This design comes from an exercise in tuning for small area on the open sky130 flow, not from production work. The RTL was checked by simulation tests, not by an equivalence proof against the original design. No activity file was given, so power comes from the tool's default toggle rates.

==> flow/design.v <==
module top
(
    input               pclk,
    input               presetn,
    input   [31 : 0]    paddr,
    input   [31 : 0]    pwdata,
    input               psel,
    input               pwrite,
    input               penable,
    output  [31 : 0]    prdata
);
  reg [3:0]  cntrl;
  reg [31:0] reg1;
  reg [31:0] reg2;
  reg [31:0] reg3;
  reg [31:0] reg4;
  reg [2:0]  rsel;
  wire       hit = (paddr[31:5] == 27'd0) && (paddr[1:0] == 2'd0);
  wire [2:0] idx = paddr[4:2];
  wire       wr  = psel && penable && pwrite && hit;
  wire en0 = !presetn || (wr && idx == 3'd0);
  wire en1 = !presetn || (wr && idx == 3'd1);
  wire en2 = !presetn || (wr && idx == 3'd2);
  wire en3 = !presetn || (wr && idx == 3'd3);
  wire en4 = !presetn || (wr && idx == 3'd4);
  always @(posedge pclk) if (en0) cntrl <= presetn ? pwdata[3:0] : 4'h0;
  always @(posedge pclk) if (en1) reg1  <= presetn ? pwdata : 32'h5A5A_5555;
  always @(posedge pclk) if (en2) reg2  <= presetn ? pwdata : 32'h1234_9876;
  always @(posedge pclk) if (en3) reg3  <= presetn ? pwdata : 32'hA5A5_0000;
  always @(posedge pclk) if (en4) reg4  <= presetn ? pwdata : 32'h0000_FFFF;
  always @(posedge pclk) begin
    if (psel && penable) begin
      rsel[2] <= hit && (idx >= 3'd1) && (idx <= 3'd4);
      rsel[1] <= (idx == 3'd3) || (idx == 3'd4);
      rsel[0] <= hit ? ((idx == 3'd0) || (idx == 3'd2) || (idx == 3'd4)) : 1'b0;
    end
  end
  reg [31:0] rd;
  always @(*) begin
    case (rsel)
      3'b100:  rd = reg1;
      3'b101:  rd = reg2;
      3'b110:  rd = reg3;
      3'b111:  rd = reg4;
      3'b001:  rd = {28'h0, cntrl};
      default: rd = 32'h0;
    endcase
  end
  assign prdata = rd;
endmodule
clock: 5.0 ns
lec_check: 0
cap_margin: 20
core_margin: 2
core_utilization: 40
cts_buf_list: sky130_fd_sc_hd__clkbuf_4 sky130_fd_sc_hd__clkbuf_8
cts_cluster_size: 30
slew_margin: 20
run.sh (not shown) runs the stock make flow with config.mk's settings and CLKGATE_MAP_FILE= SYNTH_SCRIPT=/design/flow/synth_recipe.tcl, a recipe that flattens the netlist after the stock synthesis.
Edit:
==> flow/design.v (replaced) <==
module top
(
    input               pclk,
    input               presetn,
    input   [31 : 0]    paddr,
    input   [31 : 0]    pwdata,
    input               psel,
    input               pwrite,
    input               penable,
    output  [31 : 0]    prdata
);
  localparam [31:0] RST1 = 32'h5A5A_5555;
  localparam [31:0] RST2 = 32'h1234_9876;
  localparam [31:0] RST3 = 32'hA5A5_0000;
  localparam [31:0] RST4 = 32'h0000_FFFF;
  reg [3:0]  cntrl;
  reg [31:0] reg1;
  reg [31:0] reg2;
  reg [31:0] reg3;
  reg [31:0] reg4;
  reg [3:0]  wrt;
  reg [2:0]  rsel;
  wire       hit = (paddr[31:5] == 27'd0) && (paddr[1:0] == 2'd0);
  wire [2:0] idx = paddr[4:2];
  wire       wr  = psel && penable && pwrite && hit;
  always @(posedge pclk) begin
    if (!presetn) begin
      cntrl <= 4'h0;
      wrt   <= 4'h0;
    end else if (wr) begin
      case (idx)
        3'd0: cntrl  <= pwdata[3:0];
        3'd1: wrt[0] <= 1'b1;
        3'd2: wrt[1] <= 1'b1;
        3'd3: wrt[2] <= 1'b1;
        3'd4: wrt[3] <= 1'b1;
        default: ;
      endcase
    end
  end
  always @(posedge pclk) if (wr && idx == 3'd1) reg1 <= pwdata;
  always @(posedge pclk) if (wr && idx == 3'd2) reg2 <= pwdata;
  always @(posedge pclk) if (wr && idx == 3'd3) reg3 <= pwdata;
  always @(posedge pclk) if (wr && idx == 3'd4) reg4 <= pwdata;
  always @(posedge pclk) begin
    if (psel && penable) begin
      rsel[2] <= hit && (idx >= 3'd1) && (idx <= 3'd4);
      rsel[1] <= (idx == 3'd3) || (idx == 3'd4);
      rsel[0] <= hit ? ((idx == 3'd0) || (idx == 3'd2) || (idx == 3'd4)) : 1'b0;
    end
  end
  wire       s0 = (rsel == 3'b001);
  wire [3:0] s;
  assign s[0] = (rsel == 3'b100);
  assign s[1] = (rsel == 3'b101);
  assign s[2] = (rsel == 3'b110);
  assign s[3] = (rsel == 3'b111);
  wire [3:0] sv = s & wrt;
  wire [3:0] rv = s & ~wrt;
  wire [31:0] rd = ({32{sv[0]}} & reg1) | ({32{sv[1]}} & reg2)
                 | ({32{sv[2]}} & reg3) | ({32{sv[3]}} & reg4)
                 | ({32{rv[0]}} & RST1) | ({32{rv[1]}} & RST2)
                 | ({32{rv[2]}} & RST3) | ({32{rv[3]}} & RST4)
                 | {28'h0, {4{s0}} & cntrl};
  assign prdata = rd;
endmodule
Routed wire length rose by about 3.4%. Clock-buffer cell count went down by 2. Design area went down by about 2.4%. Die area went down by about 3.3%. Sequential cell count increases by 4. Final cell count rose by 3.2%. Synthesized area came out lower by about 3.4%. Combinational power fell by about 50%. Sequential power goes down by about 7%. Worst hold slack loses 0.74 ns. Power is lower by 13%. Global-route usage climbs by 0.68 points.


top, a different RTL version from the one above (not shown whole).
For scale: roughly 140 flip-flops, about 6300 um^2 of cells after synthesis.
==> module top, before the edit <==
module top
(
    input               pclk,
    input               presetn,
    input   [31 : 0]    paddr,
    input   [31 : 0]    pwdata,
    input               psel,
    input               pwrite,
    input               penable,
    output  [31 : 0]    prdata
);
  reg [3:0]  cntrl;
  reg [31:0] reg1;
  reg [31:0] reg2;
  reg [31:0] reg3;
  reg [31:0] reg4;
  reg [2:0]  rsel;
  wire       hit = (paddr[31:5] == 27'd0) && (paddr[1:0] == 2'd0);
  wire [2:0] idx = paddr[4:2];
  always @(posedge pclk) begin
    if (!presetn) begin
      cntrl <= 4'h0;
      reg1  <= 32'h5A5A_5555;
      reg2  <= 32'h1234_9876;
      reg3  <= 32'hA5A5_0000;
      reg4  <= 32'h0000_FFFF;
    end else if (psel && penable && pwrite) begin
      case (paddr)
        'h0  : cntrl <= pwdata[3:0];
        'h4  : reg1  <= pwdata;
        'h8  : reg2  <= pwdata;
        'hc  : reg3  <= pwdata;
        'h10 : reg4  <= pwdata;
      endcase
    end
  end
  always @(posedge pclk) begin
    if (psel && penable) begin
      rsel[2] <= hit && (idx >= 3'd1) && (idx <= 3'd4);
      rsel[1] <= (idx == 3'd3) || (idx == 3'd4);
      rsel[0] <= hit ? ((idx == 3'd0) || (idx == 3'd2) || (idx == 3'd4)) : 1'b0;
    end
  end
  reg [31:0] rd;
  always @(*) begin
    case (rsel)
      3'b100:  rd = reg1;
      3'b101:  rd = reg2;
      3'b110:  rd = reg3;
      3'b111:  rd = reg4;
      3'b001:  rd = {28'h0, cntrl};
      default: rd = 32'h0;
    endcase
  end
  assign prdata = rd;
endmodule
make LEC_CHECK=0 CAP_MARGIN=20 CORE_MARGIN=2 CORE_UTILIZATION=40 SLEW_MARGIN=20 finish   # period 5.0 ns
Rerun with:
--- a/flow/design.v
+++ b/flow/design.v
@@ -17,23 +17,17 @@
   reg [2:0]  rsel;
   wire       hit = (paddr[31:5] == 27'd0) && (paddr[1:0] == 2'd0);
   wire [2:0] idx = paddr[4:2];
-  always @(posedge pclk) begin
-    if (!presetn) begin
-      cntrl <= 4'h0;
-      reg1  <= 32'h5A5A_5555;
-      reg2  <= 32'h1234_9876;
-      reg3  <= 32'hA5A5_0000;
-      reg4  <= 32'h0000_FFFF;
-    end else if (psel && penable && pwrite) begin
-      case (paddr)
-        'h0  : cntrl <= pwdata[3:0];
-        'h4  : reg1  <= pwdata;
-        'h8  : reg2  <= pwdata;
-        'hc  : reg3  <= pwdata;
-        'h10 : reg4  <= pwdata;
-      endcase
-    end
-  end
+  wire       wr  = psel && penable && pwrite && hit;
+  wire en0 = !presetn || (wr && idx == 3'd0);
+  wire en1 = !presetn || (wr && idx == 3'd1);
+  wire en2 = !presetn || (wr && idx == 3'd2);
+  wire en3 = !presetn || (wr && idx == 3'd3);
+  wire en4 = !presetn || (wr && idx == 3'd4);
+  always @(posedge pclk) if (en0) cntrl <= presetn ? pwdata[3:0] : 4'h0;
+  always @(posedge pclk) if (en1) reg1  <= presetn ? pwdata : 32'h5A5A_5555;
+  always @(posedge pclk) if (en2) reg2  <= presetn ? pwdata : 32'h1234_9876;
+  always @(posedge pclk) if (en3) reg3  <= presetn ? pwdata : 32'hA5A5_0000;
+  always @(posedge pclk) if (en4) reg4  <= presetn ? pwdata : 32'h0000_FFFF;
   always @(posedge pclk) begin
     if (psel && penable) begin
       rsel[2] <= hit && (idx >= 3'd1) && (idx <= 3'd4);
What happened:
- The changed run produced a clean layout
- via count fell by about 32%
- design area falls by about 9%
- setup slack improved by 0.23 ns
- routed wire length came out lower by about 27%
- critical path depth drops by 1
- global-route usage falls by 3.3 points
- hold slack gains 0.75 ns
- die area came out lower by 12%
- area after synthesis decreases by 12%

-- afterwards: timing with drivers on the ports --
In the flow no input, the clock included, has a driving cell. The finished layouts below were timed again as built, in two steps.
Step 1 (the two cells are an assumption about what drives the block):
set clk [get_ports {pclk}]
set_driving_cell -lib_cell sky130_fd_sc_hd__clkbuf_16 $clk
set_driving_cell -lib_cell sky130_fd_sc_hd__buf_2 [delete_from_list [all_inputs] $clk]
Step 2 moves the port delays by t, midway between the first and last clock arrival at a register: inputs arrive t later, outputs are due t later. That takes back most of the time a late clock gives input paths.
Three values: ideal ports, drivers, drivers and shift; two values: the first two.
run | t (ns) | slack for setup (ns) | latest minus earliest clock arrival (ns) | slew at the worst register clock pin (ns)
the first run of note 1 | 0.445 | 1.100 / 1.067 / 1.512 | 0.012 / 0.013 | 0.07 / 0.07
the second run of note 1 | 0.459 | 0.682 / 0.648 / 1.106 | 0.007 / 0.007 | 0.07 / 0.07
the first run of note 2 | 0.459 | 0.860 / 0.818 / 1.277 | 0.008 / 0.008 | 0.06 / 0.06
the second run of note 2 | 0.441 | 1.085 / 1.047 / 1.488 | 0.008 / 0.009 | 0.06 / 0.06
After both steps every run listed still meets setup and hold.
